From an optimization exercise on the open Yosys and OpenROAD flow, aimed at small area; shortcuts taken in it are not production practice. The RTL was checked by simulation tests, not by an equivalence proof against the original design. Power and IR drop assume default switching activity.

## flow/design.v

```verilog
`timescale 1ns/1ps
module mtm_Alu_deserializer(
	input wire clk,
	input wire rst,	
	input wire sin,				
	output reg [9:0] packet,		
	output reg data_valid	
);
    reg state, next_state, data_valid_next;
    reg [3:0] bit_counter, next_bit_counter;
    reg [9:0] buffer, buffer_next, packet_next;
	parameter IDLE = 1'b0, ACQUIRE = 1'b1;
    always @ (posedge clk) begin
		if (!rst) begin
		state <= IDLE;
		data_valid <= 0;
		buffer <= 0;		
		bit_counter <= 0; 
        end	else begin
            state <= next_state;            
            bit_counter <= next_bit_counter;
            buffer <= buffer_next;
            packet <= packet_next;
            data_valid <= data_valid_next;
        end			
	end
    always @* begin
        next_bit_counter = 0;
        buffer_next = 0;
        packet_next = 10'b0000000000;
        data_valid_next = 1'b0;
        case (next_state)
            IDLE: begin
                buffer_next = 0;
                next_bit_counter = 0;
                packet_next = 10'b0000000000;
                data_valid_next = 1'b0;
                if (bit_counter == 10) begin
                    if (sin == 0) begin
                        packet_next = 10'b0000000000;
                        data_valid_next = 1'b0;
                    end else begin
                        packet_next = buffer;
                        data_valid_next = 1'b1;
                    end
                end else begin
                    packet_next = 10'b0000000000;
                    data_valid_next = 1'b0;
                end
            end
            ACQUIRE:
                begin
                    next_bit_counter = bit_counter + 1;  
                    buffer_next = {buffer[8:0], sin};                  
                end
        endcase
    end
	always @* begin
		case (state)
			IDLE: begin
		            if (sin == 0) begin
		                next_state = ACQUIRE;
		            end else begin
		                next_state = IDLE;
                    		end
                	end
            		ACQUIRE: begin
		            if (bit_counter < 10) begin
		                next_state = ACQUIRE;
		            end else begin
		                next_state = IDLE;
                    		end                    
                	end
			    default:
				next_state = IDLE;
		endcase
	end
endmodule  
`timescale 1ns/1ps
module mtm_Alu_core(
	input wire clk,
	input wire rst_n,
	input wire [9:0] frame,
	input wire input_ready,
	output reg [54:0] ALU_out,
	output reg data_ready
	);
	reg [2:0] OP;
	reg [2:0] OP_nxt;
	reg [31:0] A;
	reg [31:0] A_nxt;
	reg [31:0] B;
	reg [31:0] B_nxt;
	localparam 
	AND 	= 3'b000,
	OR 		= 3'b001,
	ADD 	= 3'b100,
	SUB 	= 3'b101;
	reg [2:0] state;
	reg [2:0] state_nxt;
	localparam
	IDLE			= 3'b000,
	CHECK_DATA		= 3'b001,
	BUFFER			= 3'b010,
	CHECK_OP_CRC	= 3'b011,
	CALCULATE		= 3'b100,
	SEND			= 3'b101,
	ERROR			= 3'b111;
	reg [3:0] packet_counter;
	reg [3:0] packet_counter_nxt;
	reg error;
	reg error_nxt;
	reg [9:0] frame_buff;
	reg [9:0] frame_buff_nxt;
	reg [54:0] ALU_out_nxt;
	reg data_ready_nxt;
	reg [31:0] C_buff;
	reg [31:0] C_buff_nxt;
	reg [7:0] CTL;
	reg [7:0] CTL_nxt;
	reg [3:0] CRC4;
	reg [2:0] CRC3;
	reg f_carry, f_overflow, f_zero, f_negative;
	always @(posedge clk) begin
		if (!rst_n) begin
			CTL			<= 0;
			C_buff			<= 0;
			data_ready		<= 0;
			OP			<= 0;
			error			<= 0;
			frame_buff		<= 0;
			A			<= 32'hFFFFFFFF;
			B			<= 32'hFFFFFFFF;
			ALU_out			<= 55'hFFFFFFFFFFFFFF;
			state			<= IDLE;
			packet_counter		<= 0;
		end
		else begin
			CTL		 		<= CTL_nxt;
			data_ready		<= data_ready_nxt;
			frame_buff		<= frame_buff_nxt;
			packet_counter	<= packet_counter_nxt;
			error			<= error_nxt;
			C_buff			<= C_buff_nxt;
			ALU_out 		<= ALU_out_nxt;
			A				<= A_nxt;
			B				<= B_nxt;
			OP				<= OP_nxt;
			state			<= state_nxt;
		end
	end
	always @* begin
		state_nxt = state;
		case(state) 
			IDLE: begin
				if(input_ready == 1) state_nxt = CHECK_DATA;
			end
			CHECK_DATA: begin
				if(error == 1) state_nxt = ERROR; 
				else state_nxt = BUFFER;
			end
			BUFFER: begin
				if(packet_counter == 9) state_nxt = CHECK_OP_CRC;
				else state_nxt = IDLE;
			end
			CHECK_OP_CRC: begin
				if(error == 1) state_nxt = ERROR;
				else state_nxt = CALCULATE;
			end
			CALCULATE: begin
				state_nxt = SEND;
			end
			SEND: begin
				state_nxt = IDLE;
			end
			ERROR: begin
				state_nxt = SEND;
			end
		endcase
	end
	always @* begin
		ALU_out_nxt = 0;
		A_nxt = 0;
		B_nxt = 0;
		CTL_nxt = 0;
		C_buff_nxt = 0;
		OP_nxt = 0;
		error_nxt = 0;
		data_ready_nxt = 0;
		frame_buff_nxt = 0;
		packet_counter_nxt = 0;
		f_carry = 0;
		f_overflow = 0;
		f_zero = 0;
		f_negative = 0;
		CRC4 = 0;
		CRC3 = 0;
		case(state_nxt) 
			IDLE: begin
				OP_nxt = 0;
				ALU_out_nxt = 55'hFFFFFFFFFFFFFF;
				error_nxt = 0;
				A_nxt = A;
				B_nxt = B;
				CTL_nxt = 8'hFF;
				C_buff_nxt = 0;
				data_ready_nxt = 0;
				packet_counter_nxt = packet_counter;
			end
			CHECK_DATA: begin
				OP_nxt = 0;
				ALU_out_nxt = ALU_out;
				error_nxt = 0;
				A_nxt = A;
				B_nxt = B;
				CTL_nxt = CTL;
				C_buff_nxt = C_buff;
				data_ready_nxt = 0;
				frame_buff_nxt = frame;
				packet_counter_nxt = packet_counter;
				if(packet_counter < 8) begin
					if(frame[8] == 1) begin
						error_nxt = 1;		 
						CTL_nxt = 8'b11001001;
					end
				end
				else if(packet_counter == 8) begin
					if(frame[8] == 0) begin
						error_nxt = 1;		 
						CTL_nxt = 8'b11001001;
					end
				end
				else if(frame[9] == 1) begin
					error_nxt = 1;			 
					CTL_nxt = 8'b11001001;
				end
			end
			BUFFER: begin
				OP_nxt = 0;
				ALU_out_nxt = ALU_out;
				error_nxt = 0;
				A_nxt = A;
				B_nxt = B;
				CTL_nxt = CTL;
				C_buff_nxt = C_buff;
				data_ready_nxt = 0;
				frame_buff_nxt = 0;
				packet_counter_nxt = packet_counter + 1;
				if(packet_counter < 4) B_nxt = {B, frame_buff[7:0]};		 
				else if(packet_counter < 8) A_nxt = {A, frame_buff[7:0]};		 
				else if(packet_counter == 8) CTL_nxt = {CTL, frame_buff[7:0]};	 
			end
			CHECK_OP_CRC: begin
				OP_nxt = CTL[6:4];
				ALU_out_nxt = ALU_out;
				error_nxt = 0;
				A_nxt = A;
				B_nxt = B;
				CTL_nxt = CTL;
				C_buff_nxt = C_buff;
				data_ready_nxt = 0;
				frame_buff_nxt = frame_buff;
				packet_counter_nxt = 0;
				CRC4_68({B, A, 1'b1, OP_nxt}, CRC4);
				if((OP_nxt != ADD) && (OP_nxt != OR) && (OP_nxt != SUB) && (OP_nxt != AND)) begin
					error_nxt = 1;				 
					CTL_nxt = 8'b10010011;
				end
				else if(CTL[3:0] != CRC4) begin															 
					error_nxt = 1;				 
					CTL_nxt = 8'b10100101;
				end
				else begin
					error_nxt = 0;				 
					CTL_nxt = 0;
				end
			end
			CALCULATE: begin
				OP_nxt = OP;
				ALU_out_nxt = ALU_out;
				error_nxt = 0;
				A_nxt = A;
				B_nxt = B;
				CTL_nxt = CTL;
				C_buff_nxt = C_buff;
				data_ready_nxt = 0;
				frame_buff_nxt = frame_buff;
				packet_counter_nxt = 0;
				f_carry 	= 0; 
				f_overflow 	= 0; 
				f_zero 		= 0; 
				f_negative 	= 0;
				case(OP)
					AND: begin
						C_buff_nxt = A & B;
					end
					OR: begin
						C_buff_nxt = A | B;
					end
					ADD: begin
						{f_carry, C_buff_nxt} = {1'b0, A} + {1'b0, B};
						f_overflow = ((B[31] ^ C_buff_nxt[31]) ^ A[31]) ^ f_carry;
					end
					SUB: begin
						{f_carry, C_buff_nxt} = {1'b0, A} - {1'b0, B};
						f_overflow = ((B[31] ^ C_buff_nxt[31]) ^ A[31]) ^ f_carry;
					end
				endcase
				if(C_buff_nxt[31] == 1) f_negative = 1;
				if(C_buff_nxt == 0) f_zero = 1;
				CRC3_37({C_buff_nxt, 1'b0, f_carry, f_overflow, f_zero, f_negative}, CRC3);
				CTL_nxt = {1'b0, f_carry, f_overflow, f_zero, f_negative, CRC3};
			end
			SEND: begin
				OP_nxt = OP;
				C_buff_nxt = C_buff;			
				error_nxt = 0;
				A_nxt = 32'hFFFFFFFF;
				B_nxt = 32'hFFFFFFFF;
				CTL_nxt = CTL;
				data_ready_nxt = 1;
				frame_buff_nxt = frame_buff;
				packet_counter_nxt = 0;
				ALU_out_nxt[54:44] = {2'b00, C_buff[31:24], 1'b1};
				ALU_out_nxt[43:33] = {2'b00, C_buff[23:16], 1'b1};
				ALU_out_nxt[32:22] = {2'b00, C_buff[15:8], 1'b1};
				ALU_out_nxt[21:11] = {2'b00, C_buff[7:0], 1'b1};
				ALU_out_nxt[10:0] = {2'b01, CTL, 1'b1};
			end
			ERROR: begin
				OP_nxt = OP;
				C_buff_nxt = 0;
				CTL_nxt = CTL;
				error_nxt = 0;
				A_nxt = 0;
				B_nxt = 0;
				data_ready_nxt = 0;
				frame_buff_nxt = frame_buff;
				packet_counter_nxt = 0;
			end
		endcase
	end
	task CRC3_37;
	  input reg [36:0] data;
	  output reg [2:0] CRC3_result;
	  reg [36:0] data_copy;
	  reg [2:0] Result;
	  begin
		 data_copy = data;
		 Result[0] = data_copy[35] ^ data_copy[32] ^ data_copy[31] ^ data_copy[30] ^ data_copy[28] ^ data_copy[25] ^ data_copy[24] ^ data_copy[23] ^ data_copy[21] ^ data_copy[18] ^ data_copy[17] ^ data_copy[16] ^ data_copy[14] ^ data_copy[11] ^ data_copy[10] ^ data_copy[9] ^ data_copy[7] ^ data_copy[4] ^ data_copy[3] ^ data_copy[2] ^ data_copy[0];
		 Result[1] = data_copy[36] ^ data_copy[35] ^ data_copy[33] ^ data_copy[30] ^ data_copy[29] ^ data_copy[28] ^ data_copy[26] ^ data_copy[23] ^ data_copy[22] ^ data_copy[21] ^ data_copy[19] ^ data_copy[16] ^ data_copy[15] ^ data_copy[14] ^ data_copy[12] ^ data_copy[9] ^ data_copy[8] ^ data_copy[7] ^ data_copy[5] ^ data_copy[2] ^ data_copy[1] ^ data_copy[0];
		 Result[2] = data_copy[36] ^ data_copy[34] ^ data_copy[31] ^ data_copy[30] ^ data_copy[29] ^ data_copy[27] ^ data_copy[24] ^ data_copy[23] ^ data_copy[22] ^ data_copy[20] ^ data_copy[17] ^ data_copy[16] ^ data_copy[15] ^ data_copy[13] ^ data_copy[10] ^ data_copy[9] ^ data_copy[8] ^ data_copy[6] ^ data_copy[3] ^ data_copy[2] ^ data_copy[1];
		 CRC3_result = Result;
	  end
	endtask
	task CRC4_68;
      input reg [67:0] data;
      output reg [3:0] CRC4_result;
      reg [67:0] data_copy;
      reg [3:0] Result;
      begin
         data_copy = data;
         Result[0] = data_copy[66] ^ data_copy[64] ^ data_copy[63] ^ data_copy[60] ^ data_copy[56] ^ data_copy[55] ^ data_copy[54] ^ data_copy[53] ^ data_copy[51] ^ data_copy[49] ^ data_copy[48] ^ data_copy[45] ^ data_copy[41] ^ data_copy[40] ^ data_copy[39] ^ data_copy[38] ^ data_copy[36] ^ data_copy[34] ^ data_copy[33] ^ data_copy[30] ^ data_copy[26] ^ data_copy[25] ^ data_copy[24] ^ data_copy[23] ^ data_copy[21] ^ data_copy[19] ^ data_copy[18] ^ data_copy[15] ^ data_copy[11] ^ data_copy[10] ^ data_copy[9] ^ data_copy[8] ^ data_copy[6] ^ data_copy[4] ^ data_copy[3] ^ data_copy[0];
         Result[1] = data_copy[67] ^ data_copy[66] ^ data_copy[65] ^ data_copy[63] ^ data_copy[61] ^ data_copy[60] ^ data_copy[57] ^ data_copy[53] ^ data_copy[52] ^ data_copy[51] ^ data_copy[50] ^ data_copy[48] ^ data_copy[46] ^ data_copy[45] ^ data_copy[42] ^ data_copy[38] ^ data_copy[37] ^ data_copy[36] ^ data_copy[35] ^ data_copy[33] ^ data_copy[31] ^ data_copy[30] ^ data_copy[27] ^ data_copy[23] ^ data_copy[22] ^ data_copy[21] ^ data_copy[20] ^ data_copy[18] ^ data_copy[16] ^ data_copy[15] ^ data_copy[12] ^ data_copy[8] ^ data_copy[7] ^ data_copy[6] ^ data_copy[5] ^ data_copy[3] ^ data_copy[1] ^ data_copy[0];
         Result[2] = data_copy[67] ^ data_copy[66] ^ data_copy[64] ^ data_copy[62] ^ data_copy[61] ^ data_copy[58] ^ data_copy[54] ^ data_copy[53] ^ data_copy[52] ^ data_copy[51] ^ data_copy[49] ^ data_copy[47] ^ data_copy[46] ^ data_copy[43] ^ data_copy[39] ^ data_copy[38] ^ data_copy[37] ^ data_copy[36] ^ data_copy[34] ^ data_copy[32] ^ data_copy[31] ^ data_copy[28] ^ data_copy[24] ^ data_copy[23] ^ data_copy[22] ^ data_copy[21] ^ data_copy[19] ^ data_copy[17] ^ data_copy[16] ^ data_copy[13] ^ data_copy[9] ^ data_copy[8] ^ data_copy[7] ^ data_copy[6] ^ data_copy[4] ^ data_copy[2] ^ data_copy[1];
         Result[3] = data_copy[67] ^ data_copy[65] ^ data_copy[63] ^ data_copy[62] ^ data_copy[59] ^ data_copy[55] ^ data_copy[54] ^ data_copy[53] ^ data_copy[52] ^ data_copy[50] ^ data_copy[48] ^ data_copy[47] ^ data_copy[44] ^ data_copy[40] ^ data_copy[39] ^ data_copy[38] ^ data_copy[37] ^ data_copy[35] ^ data_copy[33] ^ data_copy[32] ^ data_copy[29] ^ data_copy[25] ^ data_copy[24] ^ data_copy[23] ^ data_copy[22] ^ data_copy[20] ^ data_copy[18] ^ data_copy[17] ^ data_copy[14] ^ data_copy[10] ^ data_copy[9] ^ data_copy[8] ^ data_copy[7] ^ data_copy[5] ^ data_copy[3] ^ data_copy[2];
         CRC4_result = Result;
      end
   endtask
endmodule
`timescale 1ns/1ps
module mtm_Alu_serializer(
	input wire clk,
	input wire rst,	
	input wire [54:0] aluin,
	input wire dataready,				
	output reg sout
);
    reg [1:0] state, next_state;
	reg [54:0] buffer, buffer_next;
	reg[5:0] bit_counter, bit_counter_next;
	reg sout_next;
	parameter IDLE = 2'b00, SET_TYPE = 2'b01, FRAME = 2'b10;
    always @ (posedge clk) begin
		if (!rst) begin
			state <= IDLE;
            		sout <= 1'b1;
			buffer <= 0;
			bit_counter <= 0;
		end	else begin
            		state <= next_state;   
			buffer <= buffer_next;        
			sout <= sout_next;  
			bit_counter <= bit_counter_next;
			end			
		end
    always @* begin        
	sout_next = sout;
	bit_counter_next = bit_counter;
	buffer_next = buffer;
        case (next_state)
            IDLE: begin      
			sout_next = 1;
			bit_counter_next = 0;
			buffer_next = 0;
            end
            SET_TYPE: begin
			buffer_next = aluin;
			sout_next = 1'b1;
			if (aluin[8] == 1) begin
				bit_counter_next = 11;
			end else begin
				bit_counter_next = 55;
			end
        	end
	FRAME: begin
		sout_next = buffer[bit_counter - 1];
		bit_counter_next = bit_counter - 1;			
        	end
        endcase
    end
	always @* begin
		case (state)
			IDLE: begin              
				if (dataready == 1) begin
					next_state = SET_TYPE;
				end else begin
					next_state = IDLE;
				end
            end
            SET_TYPE: begin
				next_state = FRAME;
        	end
			FRAME: begin
				if (bit_counter == 0) begin
					next_state = IDLE;					
				end else begin
					next_state = FRAME;
				end				              
        	end
            default:
                next_state = IDLE;
		endcase
	end
endmodule  
`timescale 1ns/1ps
module mtm_Alu (
    input  wire clk,    
    input  wire rst_n,  
    input  wire sin,    
    output wire sout    
);
wire [31:0] A;
wire [31:0] B;
wire [31:0] C;
wire [7:0] CTL;
wire [7:0] CTL_out;
wire data_valid;
wire [9:0] packet;
wire [54:0] ALU_out;
wire data_ready;
mtm_Alu_deserializer u_mtm_Alu_deserializer(
  .clk(clk),
  .rst(rst_n),
  .sin(sin),
  .packet(packet),
  .data_valid(data_valid)
);
mtm_Alu_core u_mtm_Alu_core(
  .clk(clk),
  .rst_n(rst_n),
  .frame(packet),
  .input_ready(data_valid),
  .ALU_out(ALU_out),
  .data_ready(data_ready)
);
mtm_Alu_serializer u_mtm_Alu_serializer(
  .clk(clk),
  .rst(rst_n),
  .aluin(ALU_out),
  .dataready(data_ready),
  .sout(sout)
);
endmodule
```

## flow/run.sh

```bash
#!/bin/bash
# synth_recipe.tcl (not shown) runs the flow's synth.tcl, then flattens the netlist and writes it again
# the make line also repeats each setting of config.mk as NAME=value (left out here)
make -C /OpenROAD-flow-scripts/flow DESIGN_CONFIG=/design/flow/config.mk WORK_HOME=/design/flow/orfs CLKGATE_MAP_FILE= SYNTH_SCRIPT=/design/flow/synth_recipe.tcl finish
```

## flow/config.mk

```make
export PLATFORM = sky130hd
export DESIGN_NAME = mtm_Alu
export DESIGN_NICKNAME = mtm_Alu
export VERILOG_FILES = /design/flow/design.v
export SDC_FILE = /design/flow/constraint.sdc
export NUM_CORES = 4
export LEC_CHECK = 0
export CAP_MARGIN = 20
export CORE_MARGIN = 2
export CORE_UTILIZATION = 40
export SLEW_MARGIN = 20
```

## flow/constraint.sdc

```tcl
create_clock -name core_clock -period 8.0 [get_ports {clk}]
set_input_delay 1.6000 -clock core_clock [delete_from_list [all_inputs] [get_ports {clk}]]
set_output_delay 1.6000 -clock core_clock [all_outputs]
set_load 0.01 [all_outputs]
```

==> notes.md <==
## critical path, cell delays in order (launching register included)
cell and delay [ns]:
dfxtp_1 0.46, inv_1 0.10, ha_1 0.62, nand4_1 0.31, a211oi_1 0.44, nand2_1 0.22, a21oi_1 0.35, o2111ai_1 0.25
o21a_1 0.22, o311ai_1 0.37, nor2_1 0.08, o22a_1 0.30, inv_1 0.09, ha_1 0.19, nand4_1 0.10, nor3_1 0.16
nand4_1 0.12, nor4_1 0.31, nand4_1 0.18, o21ai_1 0.20, xor2_1 0.25, o22ai_1 0.10
## synthesized netlist by cell type, types with 10 or more instances
| cell | number |
|---|---|
| a21oi_1 | 241 |
| dfxtp_1 | 233 |
| nand2_1 | 199 |
| nor2_1 | 167 |
| clkbuf_1 | 124 |
| inv_1 | 123 |
| xnor2_1 | 113 |
| ha_1 | 108 |
| o211ai_1 | 86 |
| o21ai_0 | 62 |
| nor2b_1 | 52 |
| o221ai_1 | 50 |
| nor3b_1 | 47 |
| a22oi_1 | 33 |
| nor3_1 | 30 |
| nand3_1 | 28 |
| and2_1 | 27 |
| xor2_1 | 20 |
| a211oi_1 | 19 |
| a21o_1 | 19 |
| nand2b_1 | 17 |
| mux2i_1 | 16 |
| o21ai_1 | 16 |
| o21bai_1 | 13 |
| mux4_2 | 12 |
| nor4_1 | 12 |
| or3_1 | 12 |
| buf_1 | 11 |
| and3_1 | 10 |
| buf_2 | 10 |
| edfxtp_1 | 10 |
## cell families (layout without fill, tap and decap cells)
family	Yosys count	in the layout	share of synthesized area [%]
muxes	33	33	2.91
xor gates and xnor gates	141	141	7.95
adders and majority gates	110	110	8.33
buffers and inverters	272	205	6.30
DFF	243	243	29.7
and+or+nand+nor	640	640	18.8
AOI/OAI and AO/OA	651	651	26.0
## how the worst max path moves through the flow
stage                     depth (start not counted)                                  to  slack [ns]                         startpoint
after floorplan                                  19  u_mtm_Alu_core.CTL[1]$_SDFFE_PN0P_        3.49   u_mtm_Alu_core.B[0]$_SDFFE_PN1P_
after detailed placement                         21  u_mtm_Alu_core.CTL[4]$_SDFFE_PN0P_        2.74  u_mtm_Alu_core.B[12]$_SDFFE_PN1P_
after CTS                                        21  u_mtm_Alu_core.CTL[4]$_SDFFE_PN0P_        2.70  u_mtm_Alu_core.B[12]$_SDFFE_PN1P_
after global placement                           19  u_mtm_Alu_core.CTL[1]$_SDFFE_PN0P_        2.75   u_mtm_Alu_core.B[0]$_SDFFE_PN1P_
after global routing                             21  u_mtm_Alu_core.CTL[2]$_SDFFE_PN0P_        1.98  u_mtm_Alu_core.B[12]$_SDFFE_PN1P_
final                                            21  u_mtm_Alu_core.CTL[2]$_SDFFE_PN0P_        2.46  u_mtm_Alu_core.B[12]$_SDFFE_PN1P_
## state kept, by name (all words and copies together), names as in the netlist, 2 cells and up
| register | count |
|---|---|
| u_mtm_Alu_deserializer.packet | 10 |
| u_mtm_Alu_serializer.buffer | 42 |
| u_mtm_Alu_deserializer.bit_counter | 4 |
| u_mtm_Alu_core.OP | 3 |
| u_mtm_Alu_core.CTL | 8 |
| u_mtm_Alu_serializer.bit_counter | 6 |
| u_mtm_Alu_core.packet_counter | 4 |
| u_mtm_Alu_deserializer.buffer | 10 |
| u_mtm_Alu_core.ALU_out | 42 |
| u_mtm_Alu_core.A | 32 |
| u_mtm_Alu_serializer.state | 2 |
| u_mtm_Alu_core.B | 32 |
| u_mtm_Alu_core.state | 3 |
| u_mtm_Alu_core.frame_buff | 8 |
| u_mtm_Alu_core.C_buff | 32 |
## cell type report
class | instances | area (um^2) | share of cell area, %
clock buffer | 34 | 774 | 4.29
clock inverter | 18 | 231 | 1.28
inverter | 124 | 465 | 2.58
multi-input combinational | 1575 | 10700 | 59.5
sequential | 243 | 4960 | 27.5
tap | 532 | 666 | 3.68
timing repair buffer | 29 | 223 | 1.23
## stage by stage
stage	setup WS (ns)	std cells	utilization, %	instance area, um^2	power [mW]
2_1_floorplan	3.49	2090	-	16700	1.29
3_3_place_gp	2.75	2503	41.6	17100	1.30
3_5_place_dp	2.74	2503	41.6	17100	1.30
4_1_cts	2.70	2555	44.0	18100	2.70
5_1_grt	1.98	2555	44.1	18100	2.76
6_report	2.46	2555	44.1	18100	2.68
## power by group
| part | internal (mW) | total (mW) | leakage [nW] | switching (mW) |
|---|---|---|---|---|
| sequential | 1.22 | 1.23 | 1.99 | 0.00686 |
| combinational | 0.0156 | 0.0460 | 4.99 | 0.0304 |
| clock | 0.851 | 1.40 | 0.496 | 0.552 |
| total | 2.09 | 2.68 | 7.48 | 0.589 |
## routing by layer
layer,global-route usage (%),up-vias,share of wire [%]
li1,-,7286,-
met1,37.6,7431,47
met2,40.9,486,44
met3,2.10,94,5.1
met4,7.84,0,3.2
met5,0,-,0
==> notes.md <==
----------------------------------------------------
[Outcome]
  Result of the run ... timing/DRC/antenna clean

[Final layout]
  Inserted Diodes ... 0
  Final net count ... 2115
  Commonest cells after routing, fill and taps aside ... a21oi_1 (240), dfxtp_1 (233), nand2_1 (199)
  FILL cells ... 4118
  Most common cell after layout, fill and taps aside ... a21oi_1
  Area growth syn-to-layout ... 8.20%
  Fraction of layout instances using a drive strength above 1 ... under 10%

[Global routing]
  Vias in the first global route ... 14200
  Initial antenna violation count ... 0
  Congestion Overflow GR ... 0
  Global-route usage over all layers ... 25.9%
  First-pass GRT wire length ... between 80000 and 90000 um
  Maximum number of pins on one net before global-route repair ... ~90

[Setup path]
  Critical path required time ... 8.44 ns
  Capturing element type of the critical path ... flop
  Startpoint class of the critical path ... flop
  Worst reg2reg startpoint ... u_mtm_Alu_core.B[12]$_SDFFE_PN1P_
  Worst Reg2Reg Path Length in Cells ... 21
  Critical path fanouts, max ... 13
  Worst endpoint data arrival time ... ~6.0 ns
  Critical path type ... reg2reg
  Endpoint of the worst-slack reg-to-reg timing path ... u_mtm_Alu_core.CTL[2]$_SDFFE_PN0P_
  R2R Setup Slk ... around 2.5 ns

[STA]
  Worst slew margin relative to its limit ... around 29%
  Worst clock skew on the final layout ... around 0.012 ns
  Final hold violation count ... 0
  Post-Route Hold Slack ... between 0.4 and 0.5 ns
  Setup repair after global routing missed its margin ... no
  Total negative slack ... 0 ns
  Final clock period utilization by the worst path ... about 69%
  Minimum clock period ... approximately 5.5 ns
  F_max ... approximately 180 MHz
  Worst-Margin Slew ... 1.05 ns
  Endpoints failing setup ... 0
  Max-slew violations ... 0

[Clock tree]
  Number of gates resized after CTS ... 0
  CTS buffer count ... 29
  # Post-CTS Setup Buffers ... 0
  Clk slew on worst S/H paths ... 0.06 ns
  Clock tree from TritonCTS ... built
  Worst-Skew Late Latency ... between 0.5 and 0.6 ns
  Number of sinks handled by clock tree synthesis ... between 200 and 250
  Library cell used as clock root buffer ... clkbuf_16
  Number of levels in the clock H-tree ... 1
  Count of hold buffers inserted by post-cts repair ... 0
  Buffer levels on the longest clock path ... 3

[Drt]
  Total wirelength of the detailed-routed design ... roughly 57000 um
  Antenna violation net count after detailed routing ... 0
  Starting DRC count in detailed routing ... 1516
  First-pass iteration count of the detailed router ... 6
  Average via count per standard cell ... roughly 6
  Average wire length per cell after detail routing ... ~22 um
  Via count ... 15300
  DRC violation count after routing ... 0

[Floorplan]
  Overall die height ... between 200 and 250 um
  Die outline area ... between 40000 and 50000 um^2
  Core box area ... about 41000 um^2
  Number of placement rows ... between 70 and 80
  Effective utilization at floorplan ... between 40 and 50%
  Die width ... 208 um
  # IOs ... 4

[Synth]
  Library cells used by synthesis ... 96
  Mapped Avg Cell Area ... around 8 um^2
  Leading register cell type out of synthesis ... dfxtp_1
  Asr flop ratio synth ... 0%
  Most area-consuming cells after synthesis ... dfxtp_1 (28%), ha_1 (8.1%), a21oi_1 (7.2%)
  Count of warnings emitted by yosys ... 5
  Syn Nets ... 2203
  Number of flops mapped to enable cells by yosys ... 10
  Area of the mapped netlist ... 16700 um^2
  Gate count after technology mapping ... about 2100
  Number of flip-flops and latches in the synthesized netlist ... between 200 and 250
  Fraction of post-synthesis cell area in the top cell type by area ... about 28%
  Area leader, netlist ... dfxtp_1
  Sequential share of the synthesized area ... between 20% and 30%

[Place]
  Port buffer count ... 3
  Detailed-placement wirelength estimate ... between 40000 and 50000 um
  Last weighted congestion value of the routability-driven placer ... a little under 1

[Worst hold path]
  WHS Path Cells ... 1
  Type of the tightest min-delay check ... reg2reg
  Worst Hold Path EP ... u_mtm_Alu_deserializer.buffer[6]$_SDFF_PN0_
  Worst hold path startpoint ... u_mtm_Alu_deserializer.buffer[5]$_SDFF_PN0_

[Power and ir drop]
  Power per standard cell area ... 148 nW/um^2
  Peak ir drop on the vdd network ... between 100 and 150 uV
  Leakage power summed over all cells ... between 7 and 8 nW

[Flow run]
  Max_cap viols ... 0

----------------------------------------------------

==> port drivers added, routing unchanged <==
The results above use ideal ports. As a check the final layout listed here was re-extracted and re-timed, cells and wires unchanged. Step 1 (the two cells are an assumption about what drives the block):
set clk [get_ports {clk}]
set_driving_cell -lib_cell sky130_fd_sc_hd__clkbuf_16 $clk
set_driving_cell -lib_cell sky130_fd_sc_hd__buf_2 [delete_from_list [all_inputs] $clk]
Step 2, shift: input delay + t, output delay - t, t = (earliest + latest rising clock arrival at the registers) / 2. This alone moves slack from input paths to output paths. Three values: no drivers, after step 1, after step 2; two values: the first two.
t, ns: 0.616
slack for setup (ns): 2.465 / 2.465 / 2.465
latest minus earliest clock arrival (ns): 0.013 / 0.012
After both steps this run still meets setup and hold. For this run, drivers alone change the setup slack by 0.000 ns; drivers and shift together by 0.000 ns.
